This design comes from an exercise in tuning for small area on the open sky130 flow, not from production work.
At most, simulation tests tie the RTL to the original design; equivalence was not proved.
Function not checked in runs 1, 2, 5 and 6: the RTL went through the layout flow alone.
No activity file was given, so power comes from the tool's default toggle rates.

==> design/flow/design.v <==
module FPGA_ScoreBoard_TOP(
	input CLK_50MHZ,
	input BTN_WEST,
	input RS232_DCE_RXD,
	output RS232_DCE_TXD,
	output [21:0] NF_A,
	input [7:0] NF_D_I,
	output [7:0] NF_D_O,
	output NF_D_OE,
	output NF_CE, NF_BYTE, NF_OE,
	output reg NF_RP,
	output NF_WE, NF_WP
);
wire clk = CLK_50MHZ;
wire rst = BTN_WEST;
reg [1:0] bc;                  
wire bc0 = ~bc[1] & ~bc[0];
wire bc2 = bc[1];
reg [11:0] acc;
reg tick_rx, tick_tx;
reg [3:0] tdiv;                
wire [12:0] acc_sum = {1'b0, acc} + 13'd151;
always @(posedge clk)
	if (rst) begin acc <= 0; tick_rx <= 0; end
	else begin acc <= acc_sum[11:0]; tick_rx <= ~acc[11] & acc_sum[11]; end
always @(posedge clk)
	if (rst) begin tdiv <= 0; tick_tx <= 0; end
	else begin
		tick_tx <= tick_rx & (tdiv == 4'd7);
		if (tick_rx) tdiv <= tdiv + 1'b1;
	end
reg mdone;
wire mrst = ~mdone;
always @(posedge clk)
	if (rst) mdone <= 0;
	else if ({acc[10], acc[7], acc[5], acc[4], acc[2], acc[1]} == 6'b110111) mdone <= 1;
always @(posedge clk) NF_RP <= rst;
reg rx_s1, rx_s2, m3, r2;
reg [7:0] rc;
reg [7:0] rxdata;              
wire maj = (m3 & r2) | (m3 & rx_s2) | (r2 & rx_s2);
wire rx_idle = rc[7] & rc[6];    
wire bytedone = ~mrst & tick_rx & (rc == 8'd0);
wire rx_shift = ~mrst & tick_rx & (rc[3:0] == 4'd4);
wire r3_hold = (rc[3:0] >= 4'd5) & (rc[3:0] <= 4'd10);
always @(posedge clk)
	if (tick_rx) begin
		rx_s1 <= RS232_DCE_RXD; rx_s2 <= rx_s1;
		if (~r3_hold) m3 <= rx_s2;
	end
always @(posedge clk)
	if (mrst) rc <= 8'd255;
	else if (tick_rx) begin
		if (rx_idle) begin if (m3 & ~rx_s2) rc <= 8'd143; end
		else rc <= rc - 1'b1;
		if (rc[3:0] == 4'd8) r2 <= rx_s2;
	end
always @(posedge clk)
	if (rx_shift & ~bc2) rxdata <= {maj, rxdata[7:1]};
reg [4:0] ps;
reg cmd_q;
reg [7:0] R;                   
reg [3:0] ts;
wire tx_wait = ts[3] & ts[2] & ~ts[1];      
wire pickup = tick_tx & tx_wait;
always @(posedge clk)
	if (rst) ps <= (ps == 5'd11) ? 5'd12 : (ps >= 5'd13 & ps <= 5'd22) ? 5'd31 : 5'd0;
	else if (bytedone & bc2) ps <= 5'd1;
	else if (ps == 5'd0) ps <= 5'd0;
	else if (ps <= 5'd3) begin if (tick_rx) ps <= ps + 1'b1; end
	else if (ps == 5'd30) begin if (mrst | pickup) ps <= 5'd0; end
	else if (ps == 5'd31) ps <= 5'd0;
	else ps <= ps + 1'b1;
always @(posedge clk)
	if (rst) bc <= 0;
	else if (bytedone) bc <= {bc[0], bc0};
always @(posedge clk)
	if (rst) begin if (ps == 5'd11) cmd_q <= 0; end
	else if (bytedone & bc0) cmd_q <= rxdata[0];
wire act = (ps >= 5'd14 & ps <= 5'd23) | (ps == 5'd31);
always @(posedge clk)
	if (mrst) ts <= 4'd12;
	else if (tick_tx) begin
		if (tx_wait) ts <= (ps == 5'd30) ? 4'd15 : 4'd12;
		else if (ts[3] & ts[1]) ts <= 4'd0;       
		else if (ts[3] & ts[0]) ts <= 4'd13;      
		else ts <= ts + 1'b1;
	end
assign RS232_DCE_TXD = (ts == 4'd0) ? 1'b0 : (ts[3] & ts[2] & (ts[1] | ~ts[0])) ? 1'b1 : ~R[0];
always @(posedge clk)
	if (ps == 5'd23 & cmd_q) R <= NF_D_I;
	else if ((rx_shift & bc2) | (tick_tx & ~ts[3] & (ts[2:0] != 3'd0))) R <= {maj, R[7:1]};
assign NF_A[21:8] = 14'd0;
assign NF_A[7:0] = rxdata;
assign NF_D_O = R;
assign NF_CE = ~act;
assign NF_OE = ~(act & cmd_q);
assign NF_WE = ~(act & ~cmd_q);
assign NF_D_OE = act & ~cmd_q;
assign NF_BYTE = 1'b0;
assign NF_WP = 1'b0;
endmodule
==> design/flow/flow/run.sh <==
#!/bin/bash
# Layout flow: the standard flow (standard.sh) with these settings changed:
#  - synthesis: adders are left to ABC instead of being mapped to half/full-adder cells
#    (ADDER_MAP_FILE empty), and ABC maps with Yosys's default area script, given only the
#    liberty file and don't-use list (flow/abc_args.tcl) instead of ORFS's speed script;
#  - ports are buffered with sky130_fd_sc_hd__buf_1;
#  - the constant outputs share the one tie cell synthesis makes (SKIP_REPAIR_TIE_FANOUT);
#  - CTS builds its tree from sky130_fd_sc_hd__clkbuf_4 without dummy loads;
#  - after global routing, repair_timing downsizes gates off the critical paths (RECOVER_POWER).
# The synthesis script is synth_recipe.tcl with only its source line pointed at the edited copy of
# ORFS's synth.tcl, so synth still runs with -nofsm -noshare and the netlist is flattened and
# renamed as synth_recipe.tcl does. Each tool's output goes to the logs ORFS writes under
# orfs/logs; make's own output goes to flow_make.log.
set -euo pipefail
W=$(pwd)
{ cat "$W/flow/abc_args.tcl"
  sed 's|log_cmd abc {\*}\$abc_args|log_cmd abc {*}[flow_abc_args $abc_args]|' "$FLOW_HOME/scripts/synth.tcl"
} > "$W/flow_synth.tcl"
grep -q 'log_cmd abc {\*}\[flow_abc_args \$abc_args\]' "$W/flow_synth.tcl"
sed "s|source \$::env(SCRIPTS_DIR)/synth.tcl|source $W/flow_synth.tcl|" \
  "$W/synth_recipe.tcl" > "$W/flow_synth_recipe.tcl"
grep -q "source $W/flow_synth.tcl" "$W/flow_synth_recipe.tcl"
sed "s|SYNTH_SCRIPT=[^ ]*|SYNTH_SCRIPT=$W/flow_synth_recipe.tcl|" "$W/standard.sh" > "$W/flow_standard.sh"
grep -q "SYNTH_SCRIPT=$W/flow_synth_recipe.tcl" "$W/flow_standard.sh"
bash "$W/flow_standard.sh" ADDER_MAP_FILE= SKIP_REPAIR_TIE_FANOUT=1 RECOVER_POWER=100 \
  "BUFFER_PORTS_ARGS=-buffer_cell sky130_fd_sc_hd__buf_1" \
  "CTS_ARGS=-sink_clustering_enable -repair_clock_nets -dont_use_dummy_load -buf_list sky130_fd_sc_hd__clkbuf_4 -sink_clustering_size 20" \
  finish > "$W/flow_make.log" 2>&1
==> design/flow/flow/abc_args.tcl <==
# The arguments of ORFS's abc call without its -script, -constr and -D options: Yosys's default
# ABC script then maps for area with the liberty file and don't-use list alone.
proc flow_abc_args { args_in } {
  set out {}
  set skip 0
  foreach a $args_in {
    if { $skip } {
      set skip 0
      continue
    }
    if { $a in {-script -constr -D} } {
      set skip 1
      continue
    }
    lappend out $a
  }
  return $out
}
==> design/flow/standard.sh <==
#!/bin/bash
# synth_recipe.tcl (not shown) runs the flow's synth.tcl, then flattens the netlist and writes it again
# the make line also repeats each setting of config.mk as NAME=value (left out here)
make -C /OpenROAD-flow-scripts/flow DESIGN_CONFIG=/design/flow/config.mk WORK_HOME=/design/flow/orfs CLKGATE_MAP_FILE= SYNTH_SCRIPT=/design/flow/synth_recipe.tcl "${@:-finish}"
==> design/flow/config.mk <==
export PLATFORM = sky130hd
export DESIGN_NAME = FPGA_ScoreBoard_TOP
export DESIGN_NICKNAME = FPGA_ScoreBoard_TOP
export VERILOG_FILES = /design/flow/design.v
export SDC_FILE = /design/flow/constraint.sdc
export NUM_CORES = 4
export LEC_CHECK = 0
export CAP_MARGIN = 20
export CORE_MARGIN = 2
export CORE_UTILIZATION = 40
export SLEW_MARGIN = 20
==> design/flow/constraint.sdc <==
create_clock -name core_clock -period 20.0 [get_ports {CLK_50MHZ}]
set_input_delay 4.0000 -clock core_clock [delete_from_list [all_inputs] [get_ports {CLK_50MHZ}]]
set_output_delay 4.0000 -clock core_clock [all_outputs]
set_load 0.01 [all_outputs]
==> results of run 1 <==
## worst paths after layout
| check | start | end | slack (ns) | depth (start not counted) |
|---|---|---|---|---|
| worst min register to register | rx_s1$_DFFE_PP_ | rx_s2$_DFFE_PP_ | 0.44 | 0 |
| worst min-delay path | rx_s1$_DFFE_PP_ | rx_s2$_DFFE_PP_ | 0.44 | 0 |
| worst max register to register | rc[0]$_SDFFE_PN1P_ | ps[3]$_DFFE_PP_ | 17.31 | 4 |
| worst max-delay path | BTN_WEST | cmd_q$_SDFFCE_PP0P_ | 14.28 | 5 |
## per-layer routing
layer / global-route usage (%) / wire length (um) / part of all wire [%]
met5: 0 / 0 / 0
met4: 6.64 / 46 / 1.1
met3: 4.57 / 201 / 4.6
met2: 19.2 / 1960 / 45
met1: 16.6 / 2180 / 50
## cells in the final DEF (no fill, tap or decap), drive strengths merged, types with 3 or more instances in the layout
cell type and count:
nor2 14, dfxtp 34, nand2b 4, o21a 3, o31ai 3, xnor2 5
mux2 8, buf 32, or2 3, o21ai 16, clkbuf 10, nand3 7
nor3 11, o21bai 4, nor2b 6, nand2 26, and3 5, a21oi 18
clkinv 6, or3 5, edfxtp 26
## power by group
| part | switching, mW | internal (mW) |
|---|---|---|
| combinational | 0.0174 | 0.0142 |
| sequential | 0.0116 | 0.137 |
| clock | 0.0344 | 0.0208 |
## cell type report
cell class              instances  share of cell area, %
well taps                      77                   3.45
repair buffers                 33                   4.44
inverters                       6                  0.807
multi-input cells             171                   36.5
clock buffers                   9                   2.42
flip-flops and latches         60                   52.4
## through the flow
stage               power, mW  setup slack (ns)  hold slack, ns
floorplan               0.175             14.65           0.400
global placement        0.183             14.55           0.405
detailed placement      0.183             14.52           0.412
CTS                     0.239             14.31           0.442
global route            0.251             14.05           0.448
finish                  0.236             14.28           0.440
## cells by family after synthesis
group           Yosys count  synth area share, %
simple gates             96                 19.0
buf+inv                  22                 5.44
mux                       8                 3.43
compound gates           59                 13.9
fa+ha+maj                 1                0.382
flops                    60                 55.7
other cells               1                0.143
xor+xnor                  6                 2.00
## flip-flops by register name, summed over array words and instances, names as in the netlist, 2 cells and up
| register | flops |
|---|---|
| rxdata | 8 |
| bc | 2 |
| R | 8 |
| ps | 5 |
| rc | 8 |
| ts | 4 |
| tdiv | 4 |
| acc | 12 |
## worst max-delay path, delay by kind of cell
family | cells | cell delay [ns]
buffers and inverters | 3 | 1.08
and+or+nand+nor | 1 | 0.58
AOI/OAI and AO/OA | 1 | 0.09
==> results by group, run 1 <==
Finish
  – Fin util: 44.0%
  – Non-filler instance count after layout: 356
  – Diodes inserted: 0
  – Final net count: 292
  – Share of cells above drive strength 1: under 10%
  – FF/Latch Area: 0.00146 mm^2
  – Fin area: 0.00279 mm^2
  – Fillers: 603
  – Area grow syn2layout: 6.39%
  – Multi-input gate area: a little over 0.001 mm^2

Worst setup path
  – Worst EP required: 20.05 ns
  – WP data arrival: between 5 and 6 ns
  – Critical path class: input pin to flop
  – CP max stage cell: clkbuf_1
  – Cells along the critical path: buf_1, clkbuf_1, clkinv_1, or4_1, o31ai_1
  – CP Max Fanout: 20
  – Setup crit end kind: flop
  – Worst path max stage delay: 0.61 ns
  – Crit path launch type: input pin

Place
  – Placed insts: 347
  – DP Area: 0.00273 mm^2
  – GP Congestion: 0.822
  – HPWL Detailed: 3.14 mm
  – Port bufs: 32

Floorplanning
  – Die height: around 85 um
  – Row cnt: 29
  – Number of top-level pins: 49
  – Core outline area: 0.00635 mm^2
  – Starting Density: 41.3%
  – Die area: roughly 0.0072 mm^2
  – Die W: 85.0 um

Drt
  – Vias: 1839
  – Drt first-iter violations: 84
  – Drt total wl: 4.38 mm
  – Post-DRT Antenna Nets: 0
  – Drt pass-1 iters: 4
  – Wirelength per Cell: 12.3 um
  – Via density: 5.17
  – DRC violations left: 0

Synthesis
  – YS warnings: 1
  – Syn_area_per_cell: 10.4 um^2
  – Sequential-to-total area share from yosys stat: 55.7%
  – Synth top area cells: edfxtp_1 (30%), dfxtp_1 (26%), buf_4 (4.6%)
  – Mapped cell area: 0.00262 mm^2
  – Post-synth EDFFs: 26
  – Distinct cells, synth: 43
  – Yosys top cell area share: 29.8%
  – Mapped Nets: between 200 and 300
  – Post-synth top cells: dfxtp_1 (34), edfxtp_1 (26), nand2_1 (26)
  – Flops & latches, synth: 60
  – Ys flop type: dfxtp_1
  – Synthesized instance count: 253
  – Top-count cell post-synth: dfxtp_1
  – Largest area contributor in the netlist: edfxtp_1
  – Ys async rst share: 0%

CTS
  – Buffer depth of the longest clock path: 2
  – CTS tree: yes
  – Cts hold-fix bufs: 0
  – Post-CTS Repair Setup Buffers: 0
  – Clock root cell: clkbuf_4
  – Insertion delay to the later sink of the worst-skew pair: around 0.4 ns
  – CTS H-Tree Depth: 3
  – CTS Sinks: 60
  – CTS Buf Count: 9
  – Post_cts resized: 0
  – Clock Pin Slew Worst Setup and Hold Paths: 0.11 ns

Timing
  – Slew HR: 46.0%
  – Slew @ Worst Pin: 0.802 ns
  – Slew Limit Fails: 0
  – Setup Skew: 0.0417 ns
  – Max Freq: 175 MHz
  – Final setup viols: 0
  – Setup_tns: 0 ns
  – Fin crit share: 28.6%
  – Final min period: 5.72 ns
  – RSZ-0062 raised after global routing: false
  – Final Hold Fails: 0

Job
  – Max Cap Violations: 0

Status
  – Status: finished clean

Global route
  – Gr ovfl total: 0
  – Total track usage: 12.9%
  – Largest net degree at the start of global routing: 21
  – First-pass GRT wire length: 7.39 mm
  – Initial antenna violation count: 0
  – Number of global-route vias before repair: 1643

Power
  – Peak supply drop: between 0.03 and 0.04 mV
  – Pwr/cell area: 84.5 mW/mm^2
  – LEAKAGE: 0.982 nW

Hold path
  – Hold WC Path Type: flop to flop
==> inputs of run 2 (changes only) <==
--- a/design/flow/design.v
+++ b/design/flow/design.v
@@ -59,16 +59,26 @@
 	if (rx_shift & ~bc2) rxdata <= {maj, rxdata[7:1]};
-reg [4:0] ps;
+localparam [5:0] WAIT = 6'd12, PEND = 6'd15;
+reg [5:0] S;
 reg cmd_q;
 reg [7:0] R;                   
-reg [3:0] ts;
-wire tx_wait = ts[3] & ts[2] & ~ts[1];      
-wire pickup = tick_tx & tx_wait;
+wire seq = S[5];
+wire [4:0] ps = S[4:0];
+wire [3:0] ts = S[3:0];
 always @(posedge clk)
-	if (rst) ps <= (ps == 5'd11) ? 5'd12 : (ps >= 5'd13 & ps <= 5'd22) ? 5'd31 : 5'd0;
-	else if (bytedone & bc2) ps <= 5'd1;
-	else if (ps == 5'd0) ps <= 5'd0;
-	else if (ps <= 5'd3) begin if (tick_rx) ps <= ps + 1'b1; end
-	else if (ps == 5'd30) begin if (mrst | pickup) ps <= 5'd0; end
-	else if (ps == 5'd31) ps <= 5'd0;
-	else ps <= ps + 1'b1;
+	if (seq) begin
+		if (rst) S <= (ps == 5'd11) ? {1'b1, 5'd12} : (ps >= 5'd13 & ps <= 5'd22) ? {1'b1, 5'd31} : WAIT;
+		else if (ps[4:2] == 3'd0) begin if (tick_rx) S <= S + 1'b1; end    
+		else if (ps == 5'd30) begin if (mrst) S <= WAIT; else if (tick_tx) S <= PEND; end
+		else if (ps == 5'd31) S <= WAIT;
+		else S <= S + 1'b1;
+	end else begin
+		if (mrst) S <= WAIT;
+		else if (bytedone & bc2 & ~rst) S <= {1'b1, 5'd1};
+		else if (tick_tx) begin
+			if (ts[3] & ts[2] & ~ts[1]) S <= WAIT;           
+			else if (ts[3] & ts[1]) S <= 6'd0;                
+			else if (ts[3] & ts[0]) S <= 6'd13;               
+			else S <= S + 1'b1;
+		end
+	end
 always @(posedge clk)
@@ -77,17 +87,9 @@
 always @(posedge clk)
-	if (rst) begin if (ps == 5'd11) cmd_q <= 0; end
+	if (rst) begin if (seq & ps == 5'd11) cmd_q <= 0; end
 	else if (bytedone & bc0) cmd_q <= rxdata[0];
-wire act = (ps >= 5'd14 & ps <= 5'd23) | (ps == 5'd31);
+wire act = seq & ((ps >= 5'd14 & ps <= 5'd23) | (ps == 5'd31));
+assign RS232_DCE_TXD = seq ? 1'b1 : (ts == 4'd0) ? 1'b0 : (ts[3] & ts[2] & (ts[1] | ~ts[0])) ? 1'b1 : ~R[0];
 always @(posedge clk)
-	if (mrst) ts <= 4'd12;
-	else if (tick_tx) begin
-		if (tx_wait) ts <= (ps == 5'd30) ? 4'd15 : 4'd12;
-		else if (ts[3] & ts[1]) ts <= 4'd0;       
-		else if (ts[3] & ts[0]) ts <= 4'd13;      
-		else ts <= ts + 1'b1;
-	end
-assign RS232_DCE_TXD = (ts == 4'd0) ? 1'b0 : (ts[3] & ts[2] & (ts[1] | ~ts[0])) ? 1'b1 : ~R[0];
-always @(posedge clk)
-	if (ps == 5'd23 & cmd_q) R <= NF_D_I;
-	else if ((rx_shift & bc2) | (tick_tx & ~ts[3] & (ts[2:0] != 3'd0))) R <= {maj, R[7:1]};
+	if (seq & ps == 5'd23 & cmd_q) R <= NF_D_I;
+	else if ((rx_shift & bc2) | (~seq & tick_tx & ~ts[3] & (ts[2:0] != 3'd0))) R <= {maj, R[7:1]};
 assign NF_A[21:8] = 14'd0;
==> results by group, run 2 <==
Global route
  – First-pass GRT wire length: 8.54 mm (+16%)
  – Gr ovfl total: 0 (unchanged)
  – Met1 Use GR: 20.9% (+4.2 points)
  – Global route hottest layer: met2
  – M2 GR Usage: 21.7% (+2.5 points)
  – Largest net degree at the start of global routing: 29 (+38%)
  – Initial antenna violation count: 0 (unchanged)
  – Number of global-route vias before repair: 1806 (+9.9%)
  – Met3 usage: 4.96% (+0.39 points)
  – Total track usage: 15.1% (+2.2 points)

Worst setup path
  – WP data arrival: 2.20 ns (-3.56 ns)
  – Worst path bufs/invs: 1 (-2)
  – Setup crit end kind: output port
  – Critical path's top delay family: simple AND/OR/NAND/NOR gates
  – Cells along the critical path: nand2_1, nor2_1, nand2_1, nand3_1, nand2_1, or2_0, buf_1
  – Worst path max stage delay: 0.60 ns (about the same)
  – CP Max Fanout: 14 (-30%)
  – Crit path launch type: flop
  – Crit path top cell by count: nand2_1
  – Critical path class: flop to output port
  – Worst EP required: 16.00 ns (-4.05 ns)
  – CP max stage cell: edfxtp_1

Finish
  – Diodes inserted: 0 (unchanged)
  – Area grow syn2layout: 6.56%
  – Fin util: 43.9% (-0.099 points)
  – Most frequent cells in the layout: buf_1 (32), dfxtp_1 (31), nand2_1 (30)
  – Share of cells above drive strength 1: 3.10% (-0.12 points)
  – Largest register by flop count: acc
  – Final net count: 303 (+3.8%)
  – Most common cell after layout, fill and taps aside: buf_1
  – Max FFs per register: 12 (unchanged)

Drt
  – Drt first-iter violations: 93 (+11%)
  – Wirelength per Cell: 14.3 um (+16%)
  – Via density: 5.48 (+6.1%)
  – Vias: 2011 (+9.4%)
  – Post-DRT Antenna Nets: 0 (unchanged)
  – Drt pass-1 iters: 4 (unchanged)
  – Drt total wl: 5.23 mm (+19%)
  – DRC violations left: 0 (unchanged)

Synthesis
  – Mapped Nets: 274 (+3.8%)
  – Synth top area cells: edfxtp_1 (30%), dfxtp_1 (24%), buf_4 (4.6%)
  – YS warnings: 1 (unchanged)
  – Ys flop type: dfxtp_1
  – Post-synth top cells: dfxtp_1 (31), nand2_1 (30), nor2_1 (28)
  – Synthesized instance count: 263 (+4.0%)
  – Ys async rst share: 0% (unchanged)
  – Sequential-to-total area share from yosys stat: 53.6% (-2.1 points)
  – Flops & latches, synth: 57 (-5.0%)
  – Top-count cell post-synth: dfxtp_1
  – Distinct cells, synth: 44 (+2.3%)
  – Largest area contributor in the netlist: edfxtp_1
  – Post-synth EDFFs: 26 (unchanged)
  – Mapped cell area: 0.00261 mm^2 (-0.38%)
  – Yosys top cell area share: 29.9% (+0.11 points)
  – Syn_area_per_cell: 9.94 um^2 (-4.2%)

Power
  – LEAKAGE: 0.931 nW (-5.2%)
  – Pwr/cell area: 68.7 mW/mm^2 (-19%)
  – Peak supply drop: 0.0334 mV (-9.2%)

Floorplanning
  – Number of top-level pins: 49 (unchanged)
  – Row cnt: 29 (unchanged)
  – Die area: 0.00720 mm^2 (-0.36%)
  – Core outline area: 0.00635 mm^2 (unchanged)
  – Die height: 84.8 um (-0.18%)
  – Die W: 84.8 um (-0.18%)
  – Starting Density: 41.2% (-0.16 points)

CTS
  – CTS H-Tree Depth: 3 (unchanged)
  – CTS Buf Count: 9 (unchanged)
  – Clock Pin Slew Worst Setup and Hold Paths: 0.09 ns (-0.02 ns)
  – CTS tree: yes
  – Clock root cell: clkbuf_4
  – Insertion delay to the later sink of the worst-skew pair: 0.40 ns (about the same)
  – Post-CTS Repair Setup Buffers: 0 (unchanged)
  – CTS Sinks: 57 (-5.0%)
  – Post_cts resized: 0 (unchanged)
  – Buffer depth of the longest clock path: 2 (unchanged)
  – Cts hold-fix bufs: 0 (unchanged)

Place
  – Port bufs: 32 (unchanged)
  – GP Congestion: 0.894 (+8.8%)
  – HPWL Detailed: 3.67 mm (+17%)

Job
  – Max Cap Violations: 0 (unchanged)

Timing
  – Final Hold Fails: 0 (unchanged)
  – Final min period: 6.20 ns (+0.486 ns)
  – Fin crit share: 31.0% (+2.4 points)
  – Setup Skew: 0.0219 ns (-0.0198 ns)
  – Setup_tns: 0 ns (unchanged)
  – RSZ-0062 raised after global routing: false
  – Final setup viols: 0 (unchanged)
  – Slew @ Worst Pin: 1.06 ns (+0.262 ns)
  – Slew HR: 28.4% (-18 points)
  – Slew Limit Fails: 0 (unchanged)
  – Max Freq: 161 MHz (-7.8%)

Status
  – Status: finished clean

Hold path
  – Hold WC Path Type: flop to flop
## run 2: cells by family after synthesis
| group | share of synthesized area, % |
|---|---|
| AOI/OAI and AO/OA | 12.2 |
| adders and majority gates | 0.383 |
| buffers and inverters | 5.17 |
| DFF | 53.6 |
| muxes | 3.45 |
| other | 0.143 |
| and+or+nand+nor | 23.0 |
| xor gates and xnor gates | 2.01 |
## run 2: cell type report
class / count / area [um^2]
well taps: 77 / 96.3
flip-flops and latches: 57 / 1400
inverters: 4 / 15.0
fillers: 631 / 3560
clock buffers: 9 / 67.6
multi-input cells: 186 / 1080
repair buffers: 34 / 128
## run 2: report_power, final
part	switching, mW	internal, mW
Combinational	0.00474	0.00311
Clock	0.0373	0.0209
Sequential	0.00214	0.123
Total	0.0441	0.147
## run 2: stage by stage
stage	total power [mW]	setup slack, ns	hold WS, ns	instance area (um^2)	std cells
5_1_grt	0.199	13.63	0.443	2790	367
6_report	0.191	13.80	0.425	2790	367
3_5_place_dp	0.136	13.86	0.409	2730	358
4_1_cts	0.194	13.82	0.427	2790	367
3_3_place_gp	0.136	13.94	0.406	2730	358
2_1_floorplan	0.136	14.57	0.400	2610	263
## run 2: per-layer routing
| layer | vias up | part of all wire, % |
|---|---|---|
| li1 | 1002 | - |
| met1 | 949 | 50 |
| met2 | 49 | 44 |
| met3 | 11 | 3.8 |
| met4 | 0 | 2.0 |
| met5 | - | 0 |
## run 2: path summary, 6_finish.rpt
check / startpoint / to / slack [ns] / depth (start not counted)
setup / recovery: S[3]$_DFFE_PP_ / NF_WE / 13.80 / 7
hold / removal: rx_s1$_DFFE_PP_ / rx_s2$_DFFE_PP_ / 0.42 / 0
setup reg to reg: rc[3]$_SDFFE_PN1P_ / S[1]$_DFFE_PP_ / 17.12 / 4
hold reg to reg: rx_s1$_DFFE_PP_ / rx_s2$_DFFE_PP_ / 0.42 / 0
==> inputs of run 3 (changes only) <==
--- a/design/flow/design.v
+++ b/design/flow/design.v
@@ -43,4 +43,4 @@
 wire bytedone = ~mrst & tick_rx & (rc == 8'd0);
-wire rx_shift = ~mrst & tick_rx & (rc[3:0] == 4'd4);
-wire r3_hold = (rc[3:0] >= 4'd5) & (rc[3:0] <= 4'd10);
+wire rx_shift = ~mrst & tick_rx & ~rx_idle & (rc[3:0] == 4'd4);
+wire r3_hold = ~rx_idle & (rc[3:0] >= 4'd5) & (rc[3:0] <= 4'd10);
 always @(posedge clk)
@@ -54,4 +54,6 @@
 		if (rx_idle) begin if (m3 & ~rx_s2) rc <= 8'd143; end
-		else rc <= rc - 1'b1;
-		if (rc[3:0] == 4'd8) r2 <= rx_s2;
+		else begin
+			rc <= rc - 1'b1;
+			if (rc[3:0] == 4'd8) r2 <= rx_s2;
+		end
 	end
@@ -69,3 +71,3 @@
 		if (rst) S <= (ps == 5'd11) ? {1'b1, 5'd12} : (ps >= 5'd13 & ps <= 5'd22) ? {1'b1, 5'd31} : WAIT;
-		else if (ps[4:2] == 3'd0) begin if (tick_rx) S <= S + 1'b1; end    
+		else if (ps <= 5'd3) begin if (tick_rx) S <= S + 1'b1; end
 		else if (ps == 5'd30) begin if (mrst) S <= WAIT; else if (tick_tx) S <= PEND; end
@@ -77,5 +79,5 @@
 		else if (tick_tx) begin
-			if (ts[3] & ts[2] & ~ts[1]) S <= WAIT;           
-			else if (ts[3] & ts[1]) S <= 6'd0;                
-			else if (ts[3] & ts[0]) S <= 6'd13;               
+			if (ts == 4'd12 | ts == 4'd13) S <= WAIT;
+			else if (ts == 4'd15) S <= 6'd0;
+			else if (ts == 4'd9) S <= 6'd13;
 			else S <= S + 1'b1;
@@ -90,6 +92,6 @@
 wire act = seq & ((ps >= 5'd14 & ps <= 5'd23) | (ps == 5'd31));
-assign RS232_DCE_TXD = seq ? 1'b1 : (ts == 4'd0) ? 1'b0 : (ts[3] & ts[2] & (ts[1] | ~ts[0])) ? 1'b1 : ~R[0];
+assign RS232_DCE_TXD = seq ? 1'b1 : (ts == 4'd0) ? 1'b0 : (ts == 4'd12 | ts == 4'd15) ? 1'b1 : ~R[0];
 always @(posedge clk)
 	if (seq & ps == 5'd23 & cmd_q) R <= NF_D_I;
-	else if ((rx_shift & bc2) | (~seq & tick_tx & ~ts[3] & (ts[2:0] != 3'd0))) R <= {maj, R[7:1]};
+	else if ((rx_shift & bc2) | (~seq & tick_tx & ts >= 4'd1 & ts <= 4'd7)) R <= {maj, R[7:1]};
 assign NF_A[21:8] = 14'd0;
==> results by group, run 3 <==
Status
  – Status: finished clean

Global route
  – Number of global-route vias before repair: 1726 (-4.4%)
  – Gr ovfl total: 0 (unchanged)
  – Total track usage: 14.3% (-0.83 points)
  – First-pass GRT wire length: 8.06 mm (-5.7%)
  – Initial antenna violation count: 0 (unchanged)
  – Largest net degree at the start of global routing: 23 (-21%)

Synthesis
  – Post-synth EDFFs: 26 (unchanged)
  – Syn_area_per_cell: 10.4 um^2 (+4.4%)
  – Top-count cell post-synth: dfxtp_1
  – Mapped cell area: 0.00260 mm^2 (-0.34%)
  – Synth top area cells: edfxtp_1 (30%), dfxtp_1 (24%), buf_4 (4.6%)
  – Ys flop type: dfxtp_1
  – Distinct cells, synth: 47 (+6.8%)
  – Mapped Nets: 262 (-4.4%)
  – Yosys top cell area share: 30.0% (+0.10 points)
  – YS warnings: 1 (unchanged)
  – Largest area contributor in the netlist: edfxtp_1
  – Ys async rst share: 0% (unchanged)
  – Sequential-to-total area share from yosys stat: 53.8% (+0.18 points)
  – Post-synth top cells: dfxtp_1 (31), edfxtp_1 (26), nand2_1 (23)
  – Synthesized instance count: 251 (-4.6%)
  – Flops & latches, synth: 57 (unchanged)

Worst setup path
  – Crit path launch type: flop
  – Worst EP required: 16.00 ns (about the same)
  – Critical path class: flop to output port
  – Setup crit end kind: output port
  – CP Max Fanout: 10 (-4)
  – WP data arrival: 1.79 ns (-0.41 ns)

Power
  – Pwr/cell area: 68.1 mW/mm^2 (-0.87%)
  – Sw Share: 22.2% (-0.89 points)
  – Logic pwr share: 4.2% (about the same)
  – LEAKAGE: 0.978 nW (+5.1%)
  – Psw: 0.0420 mW (-4.7%)
  – Clock group share of total power: 29.3% (-1.1 points)
  – Seq pwr share: 66.4% (+0.9 points)
  – Internal: 0.148 mW (+0.23%)
  – Peak supply drop: 0.0421 mV (+26%)

Place
  – Placed insts: 347 (-3.1%)
  – Dpl ws: 14.50 ns (+0.642 ns)
  – Port bufs: 32 (unchanged)
  – GP Congestion: 0.897 (+0.39%)
  – HPWL Detailed: 3.46 mm (-5.7%)

Drt
  – Post-DRT Antenna Nets: 0 (unchanged)
  – Drt first-iter violations: 65 (-30%)
  – Drt pass-1 iters: 4 (unchanged)
  – Wirelength per Cell: 13.8 um (-3.3%)
  – Drt total wl: 4.91 mm (-6.2%)
  – DRC violations left: 0 (unchanged)
  – Vias: 1923 (-4.4%)
  – Via density: 5.40 (-1.4%)

Finish
  – Final net count: 292 (-3.6%)
  – Most frequent cells in the layout: buf_1 (32), dfxtp_1 (31), edfxtp_1 (26)
  – Non-filler instance count after layout: 356 (-3.0%)
  – Max FFs per register: 12 (unchanged)
  – Area grow syn2layout: 6.87%
  – Largest register by flop count: acc
  – Most common cell after layout, fill and taps aside: buf_1
  – Diodes inserted: 0 (unchanged)
  – Fillers: 612 (-3.0%)
  – Share of cells above drive strength 1: 3.58% (+0.48 points)
  – Fin util: 44.1% (+0.23 points)

Floorplanning
  – Die area: 0.00717 mm^2 (-0.32%)
  – Number of top-level pins: 49 (unchanged)
  – Die W: 84.7 um (-0.16%)
  – Starting Density: 41.3% (+0.098 points)
  – Die height: 84.7 um (-0.16%)
  – Row cnt: 29 (unchanged)
  – Core outline area: 0.00631 mm^2 (-0.57%)

Timing
  – Fin crit share: 29.0% (-2.0 points)
  – Hold Slack: 0.426 ns (+0.000737 ns)
  – Slew @ Worst Pin: 1.07 ns (+0.00567 ns)
  – Setup_tns: 0 ns (unchanged)
  – Final setup viols: 0 (unchanged)
  – Setup Skew: 0.0276 ns (+0.00565 ns)
  – RSZ-0062 raised after global routing: false
  – Max Freq: 173 MHz (+7.1%)
  – Final WS setup: 14.21 ns (+0.409 ns)
  – Slew Limit Fails: 0 (unchanged)
  – Final Hold Fails: 0 (unchanged)
  – Slew HR: 28.2% (-0.27 points)
  – Final min period: 5.79 ns (-0.409 ns)

CTS
  – Insertion delay to the later sink of the worst-skew pair: 0.39 ns (about the same)
  – Buffer depth of the longest clock path: 2 (unchanged)
  – Cts hold-fix bufs: 0 (unchanged)
  – Post_cts resized: 0 (unchanged)
  – CTS Sinks: 57 (unchanged)
  – Post-CTS Repair Setup Buffers: 0 (unchanged)
  – Clock root cell: clkbuf_4
  – Clock Pin Slew Worst Setup and Hold Paths: 0.08 ns (about the same)
  – CTS tree: yes
  – CTS H-Tree Depth: 3 (unchanged)
  – CTS Buf Count: 9 (unchanged)

Hold path
  – Hold WC Path Type: flop to flop

Job
  – Max Cap Violations: 0 (unchanged)
-- run 3: cell count changes in the layout (fill, tap and decap cells not counted), moves of 3 or more --
cell | before | now
nor2b_1 | 8 | 4
nand3_1 | 12 | 9
nand2b_1 | 5 | 2
nor2_1 | 28 | 22
o21a_1 | 2 | 6
nand3b_1 | 1 | 4
a31oi_1 | 3 | 6
nor3_1 | 17 | 9
o22a_1 | 3 | 0
nand2_1 | 30 | 23
-- run 3: cell families (layout without fill, tap and decap cells) --
| family | count (synthesis) | after routing | synth area share, % |
|---|---|---|---|
| AO/OA/AOI/OAI | 55 | 55 | 14.3 |
| XOR/XNOR | 5 | 5 | 1.68 |
| adder cells (fa/ha/maj) | 1 | 1 | 0.384 |
| buffers and inverters | 20 | 48 | 5.19 |
| flip-flops | 57 | 57 | 53.8 |
| multiplexers | 8 | 8 | 3.46 |
| other | 1 | 1 | 0.144 |
| AND/OR/NAND/NOR | 104 | 104 | 21.1 |
-- run 3: layout make-up --
type	instances	area, um^2	area share [%]
timing repair buffer	35	135	4.85
clock buffer	9	67.6	2.43
tap	77	96.3	3.46
multi-input combinational	174	1070	38.4
sequential	57	1400	50.3
inverter	4	15.0	0.539
-- run 3: worst max-delay path, stage by stage, from the launching register on --
cell	delay, ns
edfxtp_1	0.54
nand3_1	0.19
nand3_1	0.15
nand3_1	0.11
or2_0	0.24
clkinv_1	0.05
buf_1	0.14
-- run 3: stage by stage --
stage / total power [mW] / instance area (um^2)
finish: 0.190 / 2780
global route: 0.199 / 2780
CTS: 0.193 / 2790
detailed placement: 0.137 / 2720
global placement: 0.137 / 2720
floorplan: 0.136 / 2610
-- run 3: worst paths after layout --
check / start / endpoint / slack, ns / cells after the start
worst max-delay path: S[1]$_DFFE_PP_ / NF_D_OE / 14.21 / 6
worst min register to register: rx_s1$_DFFE_PP_ / rx_s2$_DFFE_PP_ / 0.43 / 0
worst min-delay path: rx_s1$_DFFE_PP_ / rx_s2$_DFFE_PP_ / 0.43 / 0
worst max register to register: rc[0]$_SDFFE_PN1P_ / S[4]$_DFFE_PP_ / 17.41 / 5
-- run 3: power by group through the flow --
| stage | Combinational [mW] | Sequential (mW) | Clock [mW] |
|---|---|---|---|
| final | 0.00804 | 0.126 | 0.0556 |
| after global routing | 0.00924 | 0.127 | 0.0632 |
| after CTS | 0.00818 | 0.126 | 0.0585 |
| after detailed placement | 0.00817 | 0.129 | 0 |
| after global placement | 0.00803 | 0.129 | 0 |
| after floorplan | 0.00830 | 0.128 | 0 |
-- run 3: routing by layer --
metal	track usage [%]	routed length, um	vias up
li1	-	-	981
met4	6.64	94	0
met5	0	0	-
met1	18.7	2440	896
met3	5.21	249	11
met2	21.0	2130	35
==> inputs of run 4 (changes only) <==
--- a/design/flow/design.v
+++ b/design/flow/design.v
@@ -69,4 +69,9 @@
 always @(posedge clk)
-	if (seq) begin
-		if (rst) S <= (ps == 5'd11) ? {1'b1, 5'd12} : (ps >= 5'd13 & ps <= 5'd22) ? {1'b1, 5'd31} : WAIT;
+	if (rst & NF_RP) S <= WAIT;
+	else if (seq) begin
+		if (rst) begin
+			if (ps == 5'd11) S <= {1'b1, 5'd12};
+			else if (ps >= 5'd13 & ps <= 5'd22) S <= {1'b1, 5'd31};
+			else S <= WAIT;
+		end
 		else if (ps <= 5'd3) begin if (tick_rx) S <= S + 1'b1; end
@@ -89,3 +94,3 @@
 always @(posedge clk)
-	if (rst) begin if (seq & ps == 5'd11) cmd_q <= 0; end
+	if (rst) begin if (~NF_RP & seq & ps == 5'd11) cmd_q <= 0; end
 	else if (bytedone & bc0) cmd_q <= rxdata[0];
==> results by group, run 4 <==
Finish
  – Most frequent cells in the layout: dfxtp_1 (36), buf_1 (32), nand2_1 (24)
  – Non-filler instance count after layout: 370 (+3.9%)
  – Fillers: 613 (+0.16%)
  – Most common cell after layout, fill and taps aside: dfxtp_1
  – Final net count: 306 (+4.8%)
  – Fin area: 0.00282 mm^2 (+1.1%)
  – Fin util: 44.3% (+0.24 points)
  – Largest register by flop count: acc
  – Area grow syn2layout: 6.79% (about the same)
  – Diodes inserted: 0 (unchanged)
  – Share of cells above drive strength 1: 3.41% (-0.17 points)
  – Max FFs per register: 12 (unchanged)

Synthesis
  – Yosys top cell area share: 27.3% (-2.6 points)
  – Synth top area cells: dfxtp_1 (27%), edfxtp_1 (24%), buf_4 (4.6%)
  – Sequential-to-total area share from yosys stat: 51.3% (-2.5 points)
  – Largest area contributor in the netlist: dfxtp_1
  – Mapped cell area: 0.00264 mm^2 (+1.2%)
  – Synthesized instance count: 265 (+5.6%)
  – Post-synth top cells: dfxtp_1 (36), nand2_1 (24), o21ai_0 (23)
  – Top-count cell post-synth: dfxtp_1
  – Flops & latches, synth: 57 (unchanged)
  – Post-synth EDFFs: 21 (-19%)
  – Ys flop type: dfxtp_1
  – Syn_area_per_cell: 9.95 um^2 (-4.1%)
  – YS warnings: 1 (unchanged)
  – Mapped Nets: 276 (+5.3%)
  – Distinct cells, synth: 49 (+4.3%)
  – Ys async rst share: 0% (unchanged)

Drt
  – Drt first-iter violations: 170 (+160%)
  – Met2 routed wirelength: 2.17 mm (+1.8%)
  – Drt pass-1 iters: 5 (+1)
  – DR WL met3: 364 um (+46%)
  – DRC violations left: 0 (unchanged)
  – Via density: 5.60 (+3.7%)
  – Drt total wl: 5.01 mm (+2.0%)
  – Wl on met1: 2.40 mm (-1.7%)
  – Post-DRT Antenna Nets: 0 (unchanged)
  – Top routing layer used: met4
  – Vias: 2072 (+7.7%)
  – Wirelength per Cell: 13.5 um (-1.8%)

Power
  – Total power: 0.188 mW (-0.64%)
  – Peak supply drop: 0.0397 mV (-5.7%)
  – Pwr/cell area: 67.0 mW/mm^2 (-1.7%)
  – LEAKAGE: 0.952 nW (-2.6%)

Worst setup path
  – CP max stage cell: a2111oi_0
  – Crit path launch type: input pin
  – R2R Path Start: mdone$_SDFFE_PP0N_
  – R2R cell count: 5 (unchanged)
  – Setup crit end kind: flop
  – Worst path max stage delay: 0.88 ns (+0.34 ns)
  – R2r setup slk: 17.52 ns (+0.11 ns)
  – Worst R2R End: S[2]$_SDFFE_PP1P_
  – Worst EP required: 20.26 ns (+4.26 ns)
  – Critical path class: input pin to flop
  – WP data arrival: 6.42 ns (+4.63 ns)
  – CP Max Fanout: 30 (+20)
  – Cells along the critical path: buf_1, clkbuf_1, nor2_1, a2111oi_0, o21ai_0, a41oi_1

Global route
  – Number of global-route vias before repair: 1831 (+6.1%)
  – Total track usage: 14.3% (about the same)
  – Gr ovfl total: 0 (unchanged)
  – Largest net degree at the start of global routing: 31 (+35%)
  – Initial antenna violation count: 0 (unchanged)
  – First-pass GRT wire length: 8.20 mm (+1.7%)

CTS
  – CTS H-Tree Depth: 3 (unchanged)
  – CTS Sinks: 57 (unchanged)
  – Post-CTS Repair Setup Buffers: 0 (unchanged)
  – CTS tree: yes
  – Insertion delay to the later sink of the worst-skew pair: 0.39 ns (about the same)
  – Clock Pin Slew Worst Setup and Hold Paths: 0.12 ns (+0.04 ns)
  – Clock root cell: clkbuf_4
  – Cts hold-fix bufs: 0 (unchanged)
  – Post_cts resized: 0 (unchanged)
  – Buffer depth of the longest clock path: 2 (unchanged)
  – CTS Buf Count: 9 (unchanged)

Floorplanning
  – Core outline area: 0.00635 mm^2 (+0.57%)
  – Starting Density: 41.5% (+0.26 points)
  – Die area: 0.00726 mm^2 (+1.1%)
  – Die height: 85.2 um (+0.57%)
  – Row cnt: 29 (unchanged)
  – Die W: 85.2 um (+0.57%)
  – Number of top-level pins: 49 (unchanged)

Timing
  – Final setup viols: 0 (unchanged)
  – Setup Skew: 0.0442 ns (+0.0166 ns)
  – Setup_tns: 0 ns (unchanged)
  – Hold Slack: 0.422 ns (-0.00369 ns)
  – Final Hold Fails: 0 (unchanged)
  – Final WS setup: 13.85 ns (-0.360 ns)
  – Max Freq: 163 MHz (-5.9%)
  – Slew @ Worst Pin: 1.20 ns (+0.128 ns)
  – RSZ-0062 raised after global routing: false
  – Fin crit share: 30.8% (+1.8 points)
  – Slew HR: 20.2% (-8.0 points)
  – Final min period: 6.15 ns (+0.360 ns)
  – Slew Limit Fails: 0 (unchanged)

Place
  – Port bufs: 32 (unchanged)
  – Dpl ws: 14.18 ns (-0.313 ns)
  – GP Congestion: 0.851 (-5.1%)
  – HPWL Detailed: 3.51 mm (+1.3%)
  – Placed insts: 361 (+4.0%)
  – DP Area: 0.00276 mm^2 (+1.1%)

Job
  – Max Cap Violations: 0 (unchanged)

Status
  – Status: finished clean

Hold path
  – Hold Path End: rxdata[4]$_DFFE_PP_
  – Hold_sp: rxdata[5]$_DFFE_PP_
  – Hold WC Path Type: flop to flop
  – Hold path cells: 0 (unchanged)
-- run 4: cell count changes after synthesis, moves of 3 or more --
| cell | change |
|---|---|
| nor2_1 | -4 |
| nand3_1 | -4 |
| nor3_1 | +3 |
| dfxtp_1 | +5 |
| edfxtp_1 | -5 |
| a21oi_1 | +5 |
| o21ai_0 | +12 |
| o21bai_1 | -3 |
-- run 4: logic make-up after synthesis --
| kind of cell | count (synthesis) | share of synthesized area, % |
|---|---|---|
| compound gates | 73 | 17.8 |
| xor+xnor | 5 | 1.66 |
| fa+ha+maj | 1 | 0.380 |
| buf+inv | 21 | 5.27 |
| flops | 57 | 51.3 |
| mux | 8 | 3.42 |
| other cells | 1 | 0.142 |
| simple gates | 99 | 20.1 |
-- run 4: where the power goes --
part	leakage (nW)	switching, mW	internal (mW)	total (mW)
clock network	0.0414	0.0340	0.0209	0.0549
registers	0.482	0.00259	0.122	0.125
logic	0.429	0.00537	0.00344	0.00881
-- run 4: area by class of cell --
cell class                 instances  area [um^2]  share of cell area, %
multi-input combinational        187         1150                   40.7
sequential                        57         1350                   48.0
clock buffer                       9         67.6                   2.40
inverter                           5         18.8                  0.667
timing repair buffer              35          135                   4.80
tap                               77         96.3                   3.42
-- run 4: worst max path at each step --
stage                     depth (start not counted)  slack, ns                end               from
after floorplan                                   4      14.63            NF_D_OE  S[3]$_SDFFE_PP1P_
after global placement                            6      14.12  S[0]$_SDFFE_PP0P_           BTN_WEST
after detailed placement                          6      14.18  S[0]$_SDFFE_PP0P_           BTN_WEST
after CTS                                         5      14.11            NF_D_OE  S[1]$_SDFFE_PP0P_
after global routing                              6      13.39  S[4]$_SDFFE_PP0P_           BTN_WEST
final                                             6      13.85  S[0]$_SDFFE_PP0P_           BTN_WEST
-- run 4: routing by layer --
metal  global-route usage, %  up-vias
li1                        -     1039
met1                    18.7      945
met2                    21.3       78
met3                    4.18       10
met4                    7.65        0
met5                       0        -
-- run 4: critical path, delay by kind of cell --
family                 cells  cell delay [ns]
and+or+nand+nor            1             0.15
buffers and inverters      2             0.93
AOI/OAI and AO/OA          3             1.32
==> inputs of run 5 (changes only) <==
--- a/design/flow/design.v
+++ b/design/flow/design.v
@@ -31,7 +31,3 @@
 	end
-reg mdone;
-wire mrst = ~mdone;
-always @(posedge clk)
-	if (rst) mdone <= 0;
-	else if ({acc[10], acc[7], acc[5], acc[4], acc[2], acc[1]} == 6'b110111) mdone <= 1;
+wire mrst;
 always @(posedge clk) NF_RP <= rst;
@@ -41,6 +37,7 @@
 wire maj = (m3 & r2) | (m3 & rx_s2) | (r2 & rx_s2);
-wire rx_idle = rc[7] & rc[6];    
-wire bytedone = ~mrst & tick_rx & (rc == 8'd0);
-wire rx_shift = ~mrst & tick_rx & ~rx_idle & (rc[3:0] == 4'd4);
-wire r3_hold = ~rx_idle & (rc[3:0] >= 4'd5) & (rc[3:0] <= 4'd10);
+wire rx_idle = (rc == 8'd255);
+assign mrst = (rc == 8'd254);
+wire bytedone = tick_rx & (rc == 8'd0);
+wire rx_shift = tick_rx & ~rx_idle & ~mrst & (rc[3:0] == 4'd4);
+wire r3_hold = ~rx_idle & ~mrst & (rc[3:0] >= 4'd5) & (rc[3:0] <= 4'd10);
 always @(posedge clk)
@@ -51,3 +48,6 @@
 always @(posedge clk)
-	if (mrst) rc <= 8'd255;
+	if (rst) rc <= 8'd254;
+	else if (mrst) begin
+		if ({acc[10], acc[7], acc[5], acc[4], acc[2], acc[1]} == 6'b110111) rc <= 8'd255;
+	end
 	else if (tick_rx) begin
@@ -69,9 +69,4 @@
 always @(posedge clk)
-	if (rst & NF_RP) S <= WAIT;
-	else if (seq) begin
-		if (rst) begin
-			if (ps == 5'd11) S <= {1'b1, 5'd12};
-			else if (ps >= 5'd13 & ps <= 5'd22) S <= {1'b1, 5'd31};
-			else S <= WAIT;
-		end
+	if (seq) begin
+		if (rst) S <= (ps == 5'd11) ? {1'b1, 5'd12} : (ps >= 5'd13 & ps <= 5'd22) ? {1'b1, 5'd31} : WAIT;
 		else if (ps <= 5'd3) begin if (tick_rx) S <= S + 1'b1; end
@@ -94,3 +89,3 @@
 always @(posedge clk)
-	if (rst) begin if (~NF_RP & seq & ps == 5'd11) cmd_q <= 0; end
+	if (rst) begin if (seq & ps == 5'd11) cmd_q <= 0; end
 	else if (bytedone & bc0) cmd_q <= rxdata[0];
--- a/design/flow/flow/run.sh
+++ b/design/flow/flow/run.sh
@@ -7,3 +7,3 @@
 #  - the constant outputs share the one tie cell synthesis makes (SKIP_REPAIR_TIE_FANOUT);
-#  - CTS builds its tree from sky130_fd_sc_hd__clkbuf_4 without dummy loads;
+#  - CTS builds its tree from sky130_fd_sc_hd__clkbuf_8 without dummy loads;
 #  - after global routing, repair_timing downsizes gates off the critical paths (RECOVER_POWER).
@@ -26,3 +26,3 @@
   "BUFFER_PORTS_ARGS=-buffer_cell sky130_fd_sc_hd__buf_1" \
-  "CTS_ARGS=-sink_clustering_enable -repair_clock_nets -dont_use_dummy_load -buf_list sky130_fd_sc_hd__clkbuf_4 -sink_clustering_size 20" \
+  "CTS_ARGS=-sink_clustering_enable -repair_clock_nets -dont_use_dummy_load -buf_list sky130_fd_sc_hd__clkbuf_8 -sink_clustering_size 20" \
   finish > "$W/flow_make.log" 2>&1
==> results by group, run 5 <==
CTS
  – Post-CTS Repair Setup Buffers: 0 (unchanged)
  – Clock root cell: clkbuf_8
  – Cts hold-fix bufs: 0 (unchanged)
  – CTS H-Tree Depth: 2 (-1)
  – Clock Pin Slew Worst Setup and Hold Paths: 0.09 ns (-0.03 ns)
  – Insertion delay to the later sink of the worst-skew pair: 0.30 ns (-0.09 ns)
  – Buffer depth of the longest clock path: 2 (unchanged)
  – CTS tree: yes
  – Post_cts resized: 0 (unchanged)
  – CTS Sinks: 56 (-1.8%)
  – CTS Buf Count: 5 (-4)

Drt
  – DR WL met3: 313 um (-14%)
  – Drt total wl: 4.91 mm (-2.1%)
  – Via density: 5.48 (-2.2%)
  – Vias: 1944 (-6.2%)
  – Drt pass-1 iters: 4 (-1)
  – Wirelength per Cell: 13.8 um (+2.0%)
  – Drt first-iter violations: 103 (-39%)
  – Wl on met1: 2.30 mm (-4.0%)
  – Post-DRT Antenna Nets: 0 (unchanged)
  – Met2 routed wirelength: 2.25 mm (+3.8%)
  – Top routing layer used: met4
  – DRC violations left: 0 (unchanged)

Hold path
  – Hold path cells: 1 (+1)
  – Hold WC Path Type: flop to flop
  – Hold_sp: acc[11]$_SDFF_PP0_
  – Hold Path End: tick_rx$_SDFF_PP0_

Power
  – LEAKAGE: 0.936 nW (-1.7%)
  – Pwr/cell area: 66.8 mW/mm^2 (-0.25%)
  – Peak supply drop: 0.0412 mV (+3.8%)

Worst setup path
  – CP Max Fanout: 23 (-23%)
  – R2R cell count: 4 (-1)
  – Worst EP required: 20.03 ns (-0.23 ns)
  – R2r setup slk: 16.69 ns (-0.83 ns)
  – Setup crit end kind: flop
  – Worst R2R End: R[6]$_DFFE_PP_
  – WP data arrival: 6.22 ns (-0.20 ns)
  – Crit path launch type: input pin
  – Critical path class: input pin to flop
  – R2R Path Start: S[2]$_DFFE_PP_

Synthesis
  – Syn_area_per_cell: 10.2 um^2 (+3.0%)
  – Flops & latches, synth: 56 (-1.8%)
  – Simple-gate share of the synthesized area: 22.4% (+2.3 points)
  – Synthesized instance count: 256 (-3.4%)
  – YS warnings: 1 (unchanged)
  – XOR/XNOR Fraction of Synth Area: 2.00% (+0.34 points)
  – Post-Synth Adder-Cell Area: 0.382% (+0.0020 points)
  – Mapped cell area: 0.00262 mm^2 (-0.52%)
  – Ys flop type: dfxtp_1
  – Mapped Nets: 267 (-3.3%)
  – Sequential-to-total area share from yosys stat: 52.7% (+1.4 points)
  – Largest area contributor in the netlist: edfxtp_1
  – Yosys top cell area share: 29.8% (+2.4 points)
  – Ys async rst share: 0% (unchanged)
  – Mux cell area share after synthesis: 4.20% (+0.78 points)
  – Distinct cells, synth: 49 (unchanged)
  – Post-synth EDFFs: 26 (+24%)
  – Synth Area in Compound Gates: 13.2% (-4.6 points)
  – Top-count cell post-synth: dfxtp_1
  – Largest family of logic cells by synthesized area: simple AND/OR/NAND/NOR gates
  – Post-synth top cells: dfxtp_1 (30), edfxtp_1 (26), nor2_1 (24)
  – Synth top area cells: edfxtp_1 (30%), dfxtp_1 (23%), buf_4 (4.6%)

Place
  – Port bufs: 32 (unchanged)
  – HPWL Detailed: 3.52 mm (+0.35%)
  – GP Congestion: 0.891 (+4.7%)

Global route
  – Largest net degree at the start of global routing: 24 (-23%)
  – Gr ovfl total: 0 (unchanged)
  – Number of global-route vias before repair: 1807 (-1.3%)
  – First-pass GRT wire length: 8.22 mm (+0.24%)
  – Initial antenna violation count: 0 (unchanged)
  – Total track usage: 14.0% (-0.27 points)

Timing
  – Final Hold Fails: 0 (unchanged)
  – Slew @ Worst Pin: 1.85 ns (+0.656 ns)
  – Final setup viols: 0 (unchanged)
  – Slew HR: -25.3% (-45 points)
  – Setup_tns: 0 ns (unchanged)
  – Slew Limit Fails: 10 (+10)
  – Final min period: 6.19 ns (+0.0349 ns)
  – RSZ-0062 raised after global routing: false
  – Hold Slack: 0.427 ns (+0.00518 ns)
  – Max Freq: 162 MHz (-0.57%)
  – Fin crit share: 30.9% (+0.17 points)
  – Setup Skew: 0.0176 ns (-0.0266 ns)

Finish
  – Most common cell after layout, fill and taps aside: buf_1
  – Max FFs per register: 12 (unchanged)
  – Area grow syn2layout: 6.44%
  – Diodes inserted: 0 (unchanged)
  – Most frequent cells in the layout: buf_1 (32), dfxtp_1 (30), edfxtp_1 (26)
  – Fillers: 611 (-0.33%)
  – Largest register by flop count: acc
  – Final net count: 291 (-4.9%)
  – Share of cells above drive strength 1: 1.80% (-1.6 points)

Floorplanning
  – Number of top-level pins: 49 (unchanged)
  – Row cnt: 29 (unchanged)
  – Die W: 85.0 um (-0.25%)
  – Die height: 85.0 um (-0.25%)
  – Die area: 0.00722 mm^2 (-0.50%)
  – Core outline area: 0.00635 mm^2 (unchanged)
  – Starting Density: 41.3% (-0.22 points)

Status
  – Failed Checks: max-capacitance violations, max-slew violations
  – Status: complete, but fails checks

Job
  – Max Cap Violations: 1 (+1)
-- run 5: routing by layer --
layer,global-route usage (%),vias up
li1,-,986
met1,17.5,897
met2,22.7,57
met3,3.89,4
met4,6.20,0
met5,0,-
-- run 5: per-stage QoR --
stage | utilization (%) | setup slack (ns) | instance area, um^2 | std cells | total power [mW]
6_report | 44.0 | 13.81 | 2790 | 355 | 0.186
5_1_grt | 44.0 | 13.60 | 2790 | 355 | 0.194
4_1_cts | 44.1 | 14.02 | 2800 | 355 | 0.190
3_5_place_dp | 43.0 | 14.35 | 2730 | 350 | 0.136
3_3_place_gp | 43.0 | 14.39 | 2730 | 350 | 0.135
2_1_floorplan | - | 14.45 | 2620 | 256 | 0.135
-- run 5: cells by family (layout without fill, tap and decap cells) --
logic type | Yosys count | count (layout)
muxes | 10 | 10
other | 1 | 1
and+or+nand+nor | 107 | 107
buffers and inverters | 19 | 41
AOI/OAI and AO/OA | 56 | 56
DFF | 56 | 56
adders and majority gates | 1 | 1
xor gates and xnor gates | 6 | 6
-- run 5: final cells by class --
class	instances	area, um^2	share of cell area [%]
Timing Repair Buffer	33	124	4.44
Clock buffer	5	68.8	2.47
Sequential cell	56	1380	49.5
Inverter	3	11.3	0.403
Multi-Input combinational cell	181	1110	39.8
Tap cell	77	96.3	3.45
-- run 5: critical path, stage by stage --
cell and delay (ns):
buf_1 0.07, clkbuf_1 0.80, clkinv_1 0.67, nand3_1 0.35
nand2_1 0.08, o21a_1 0.25
-- run 5: worst max path at each step --
stage | from | slack [ns] | cells past startpoint | endpoint
after floorplan | S[2]$_DFFE_PP_ | 14.45 | 4 | NF_OE
after global placement | BTN_WEST | 14.39 | 6 | S[1]$_DFFE_PP_
after detailed placement | BTN_WEST | 14.35 | 6 | S[1]$_DFFE_PP_
after CTS | S[3]$_DFFE_PP_ | 14.02 | 6 | NF_OE
after global routing | BTN_WEST | 13.60 | 6 | S[1]$_DFFE_PP_
final | BTN_WEST | 13.81 | 6 | S[4]$_DFFE_PP_
-- run 5: power breakdown --
part           leakage, nW  switching, mW  internal, mW  total (mW)
combinational        0.413        0.00528       0.00316     0.00844
sequential           0.487        0.00277         0.122       0.124
clock               0.0359         0.0310        0.0227      0.0536
total                0.936         0.0390         0.147       0.186
==> inputs of run 6 (changes only) <==
--- a/design/flow/config.mk
+++ b/design/flow/config.mk
@@ -7,5 +7,5 @@
 export LEC_CHECK = 0
-export CAP_MARGIN = 20
+export CAP_MARGIN = 60
 export CORE_MARGIN = 2
 export CORE_UTILIZATION = 40
-export SLEW_MARGIN = 20
+export SLEW_MARGIN = 60
==> results by group, run 6 <==
Synthesis
  – Flops & latches, synth: 56 (unchanged)
  – XOR/XNOR Fraction of Synth Area: 2.00% (unchanged)
  – Top-count cell post-synth: dfxtp_1
  – Largest family of logic cells by synthesized area: simple AND/OR/NAND/NOR gates
  – Mapped cell area: 0.00262 mm^2 (unchanged)
  – Synth Area in Compound Gates: 13.2% (unchanged)
  – Yosys top cell area share: 29.8% (unchanged)
  – Ys async rst share: 0% (unchanged)
  – Ys flop type: dfxtp_1
  – Post-Synth Adder-Cell Area: 0.382% (unchanged)
  – Post-synth top cells: dfxtp_1 (30), edfxtp_1 (26), nor2_1 (24)
  – Syn_area_per_cell: 10.2 um^2 (unchanged)
  – Mux cell area share after synthesis: 4.20% (unchanged)
  – Simple-gate share of the synthesized area: 22.4% (unchanged)
  – Post-synth EDFFs: 26 (unchanged)
  – Distinct cells, synth: 49 (unchanged)
  – Synthesized instance count: 256 (unchanged)
  – Sequential-to-total area share from yosys stat: 52.7% (unchanged)
  – Mapped Nets: 267 (unchanged)
  – Largest area contributor in the netlist: edfxtp_1
  – Synth top area cells: edfxtp_1 (30%), dfxtp_1 (23%), buf_4 (4.6%)
  – YS warnings: 1 (unchanged)

Finish
  – Most common cell after layout, fill and taps aside: buf_1
  – Final net count: 293 (+0.69%)
  – Largest register by flop count: acc
  – Fillers: 594 (-2.8%)
  – Most frequent cells in the layout: buf_1 (32), dfxtp_1 (30), edfxtp_1 (26)
  – Diodes inserted: 0 (unchanged)
  – Share of cells above drive strength 1: 2.50% (+0.70 points)
  – Max FFs per register: 12 (unchanged)
  – Area grow syn2layout: 7.35%

Floorplanning
  – Die area: 0.00722 mm^2 (unchanged)
  – Row cnt: 29 (unchanged)
  – Core outline area: 0.00635 mm^2 (unchanged)
  – Die W: 85.0 um (unchanged)
  – Starting Density: 41.3% (unchanged)
  – Die height: 85.0 um (unchanged)
  – Number of top-level pins: 49 (unchanged)

Worst setup path
  – Crit path launch type: input pin
  – Critical path class: input pin to flop
  – Worst EP required: 20.02 ns (about the same)
  – CP Max Fanout: 23 (unchanged)
  – Setup crit end kind: flop
  – WP data arrival: 6.18 ns (-0.04 ns)

Power
  – Pwr/cell area: 66.1 mW/mm^2 (-0.99%)
  – Total power: 0.186 mW (-0.15%)
  – LEAKAGE: 0.953 nW (+1.8%)
  – Peak supply drop: 0.0440 mV (+6.8%)

Timing
  – Setup Skew: 0.0177 ns (+0.000161 ns)
  – Slew @ Worst Pin: 1.12 ns (-0.729 ns)
  – Final setup viols: 0 (unchanged)
  – Max Freq: 162 MHz (+0.53%)
  – Setup_tns: 0 ns (unchanged)
  – Final WS setup: 13.84 ns (+0.0324 ns)
  – Slew HR: 24.3% (+50 points)
  – Fin crit share: 30.8% (-0.16 points)
  – Final Hold Fails: 0 (unchanged)
  – Slew Limit Fails: 0 (-10)
  – RSZ-0062 raised after global routing: false
  – Hold Slack: 0.428 ns (+0.00144 ns)
  – Final min period: 6.16 ns (-0.0324 ns)

Place
  – GP Congestion: 0.891 (unchanged)
  – HPWL Detailed: 3.58 mm (+1.7%)
  – Port bufs: 32 (unchanged)
  – Dpl ws: 14.32 ns (-0.0330 ns)

Global route
  – First-pass GRT wire length: 8.20 mm (-0.16%)
  – Gr ovfl total: 0 (unchanged)
  – Number of global-route vias before repair: 1816 (+0.50%)
  – Largest net degree at the start of global routing: 24 (unchanged)
  – Total track usage: 14.0% (about the same)
  – Initial antenna violation count: 0 (unchanged)

Hold path
  – Hold WC Path Type: flop to flop

Drt
  – Vias: 1972 (+1.4%)
  – Drt total wl: 4.85 mm (-1.2%)
  – Wirelength per Cell: 13.6 um (-1.7%)
  – Via density: 5.52 (+0.87%)
  – Post-DRT Antenna Nets: 0 (unchanged)
  – Drt pass-1 iters: 4 (unchanged)
  – Drt first-iter violations: 166 (+61%)
  – DRC violations left: 0 (unchanged)

CTS
  – Post-CTS Repair Setup Buffers: 0 (unchanged)
  – Post_cts resized: 0 (unchanged)
  – CTS Sinks: 56 (unchanged)
  – CTS H-Tree Depth: 2 (unchanged)
  – CTS tree: yes
  – Buffer depth of the longest clock path: 2 (unchanged)
  – Clock Pin Slew Worst Setup and Hold Paths: 0.09 ns (about the same)
  – Cts hold-fix bufs: 0 (unchanged)
  – Clock root cell: clkbuf_8
  – Insertion delay to the later sink of the worst-skew pair: 0.30 ns (about the same)
  – CTS Buf Count: 5 (unchanged)

Status
  – Status: finished clean

Job
  – Max Cap Violations: 0 (-1)
==> run 6: worst max-delay path: stages <==
cell and delay, ns:
buf_1 0.06, clkbuf_1 0.78, clkinv_1 0.64, nand3_1 0.35
nand2_1 0.08, o21a_1 0.25
==> run 6: layout make-up <==
class,instances,area (um^2),share of cell area (%)
repair buffers,35,133,4.71
flip-flops and latches,56,1380,49.1
clock buffers,5,68.8,2.44
well taps,77,96.3,3.42
multi-input cells,181,1120,40.0
inverters,3,11.3,0.400
==> run 6: worst paths after layout <==
path	from	to	slack, ns	depth (start not counted)
max	BTN_WEST	S[0]$_DFFE_PP_	13.84	6
min	acc[11]$_SDFF_PP0_	tick_rx$_SDFF_PP0_	0.43	1
max reg2reg	tick_rx$_SDFF_PP0_	rc[6]$_SDFFE_PP1P_	17.76	5
min reg2reg	acc[11]$_SDFF_PP0_	tick_rx$_SDFF_PP0_	0.43	1
==> run 6: report_power, final <==
group / leakage [nW] / switching (mW) / internal (mW)
clock: 0.0359 / 0.0308 / 0.0227
sequential: 0.487 / 0.00270 / 0.122
combinational: 0.430 / 0.00526 / 0.00316
==> run 6: cells by family after synthesis <==
group           after synthesis
other cells                   1
buf+inv                      19
xor+xnor                      6
simple gates                107
flops                        56
fa+ha+maj                     1
mux                          10
compound gates               56
==> run 6: per-layer routing <==
metal  global-route usage [%]  vias up  wire length [um]
li1                         -      988                 -
met5                        0        -                 0
met3                     3.21        5               259
met1                     18.2      936              2270
met4                     4.91        0                51
met2                     23.0       43              2270
==> run 6: per-stage QoR <==
step	cells	util [%]	cell area, um^2
detailed placement	352	43.5	2760
global route	357	44.3	2820
global placement	350	43.0	2730
floorplan	256	-	2620
CTS	357	44.6	2830
finish	357	44.3	2820

[separate check: timing with driven ports]
No port has a modelled driver above. Below, the same layouts with a new extraction and two added sets of constraints.
Step 1 (the two cells are an assumption about what drives the block):
set clk [get_ports {CLK_50MHZ}]
set_driving_cell -lib_cell sky130_fd_sc_hd__clkbuf_16 $clk
set_driving_cell -lib_cell sky130_fd_sc_hd__buf_2 [delete_from_list [all_inputs] $clk]
Step 2 adds t to the input delays and takes it off the output delays; t is the mean of the earliest and latest rising clock arrival at the registers after step 1. Input paths then give back, and output paths get back, about the clock's delay inside the block.
Slacks: ideal ports / drivers / drivers and shift; pairs: ideal ports / drivers.
| run | shift t [ns] | setup slack, ns | slew at the worst register clock pin (ns) | worst data-port slew with drivers (ns) | pins driven straight from the clock port |
|---|---|---|---|---|---|
| run 1 | 0.399 | 14.284 / 14.287 / 13.888 | 0.11 / 0.11 | 0.03 | 1 |
| run 2 | 0.413 | 13.798 / 13.774 / 13.531 | 0.09 / 0.09 | 0.03 | 1 |
| run 3 | 0.402 | 14.207 / 14.181 / 13.882 | 0.10 / 0.10 | 0.04 | 1 |
| run 4 | 0.389 | 13.847 / 13.849 / 13.460 | 0.12 / 0.12 | 0.03 | 1 |
| run 5 | 0.322 | 13.812 / 13.819 / 13.497 | 0.10 / 0.10 | 0.03 | 1 |
| run 6 | 0.316 | 13.844 / 13.852 / 13.536 | 0.09 / 0.09 | 0.03 | 1 |
The setup slack of run 1, which loses most, moves by +0.003 ns with the drivers and by -0.396 ns with both steps.
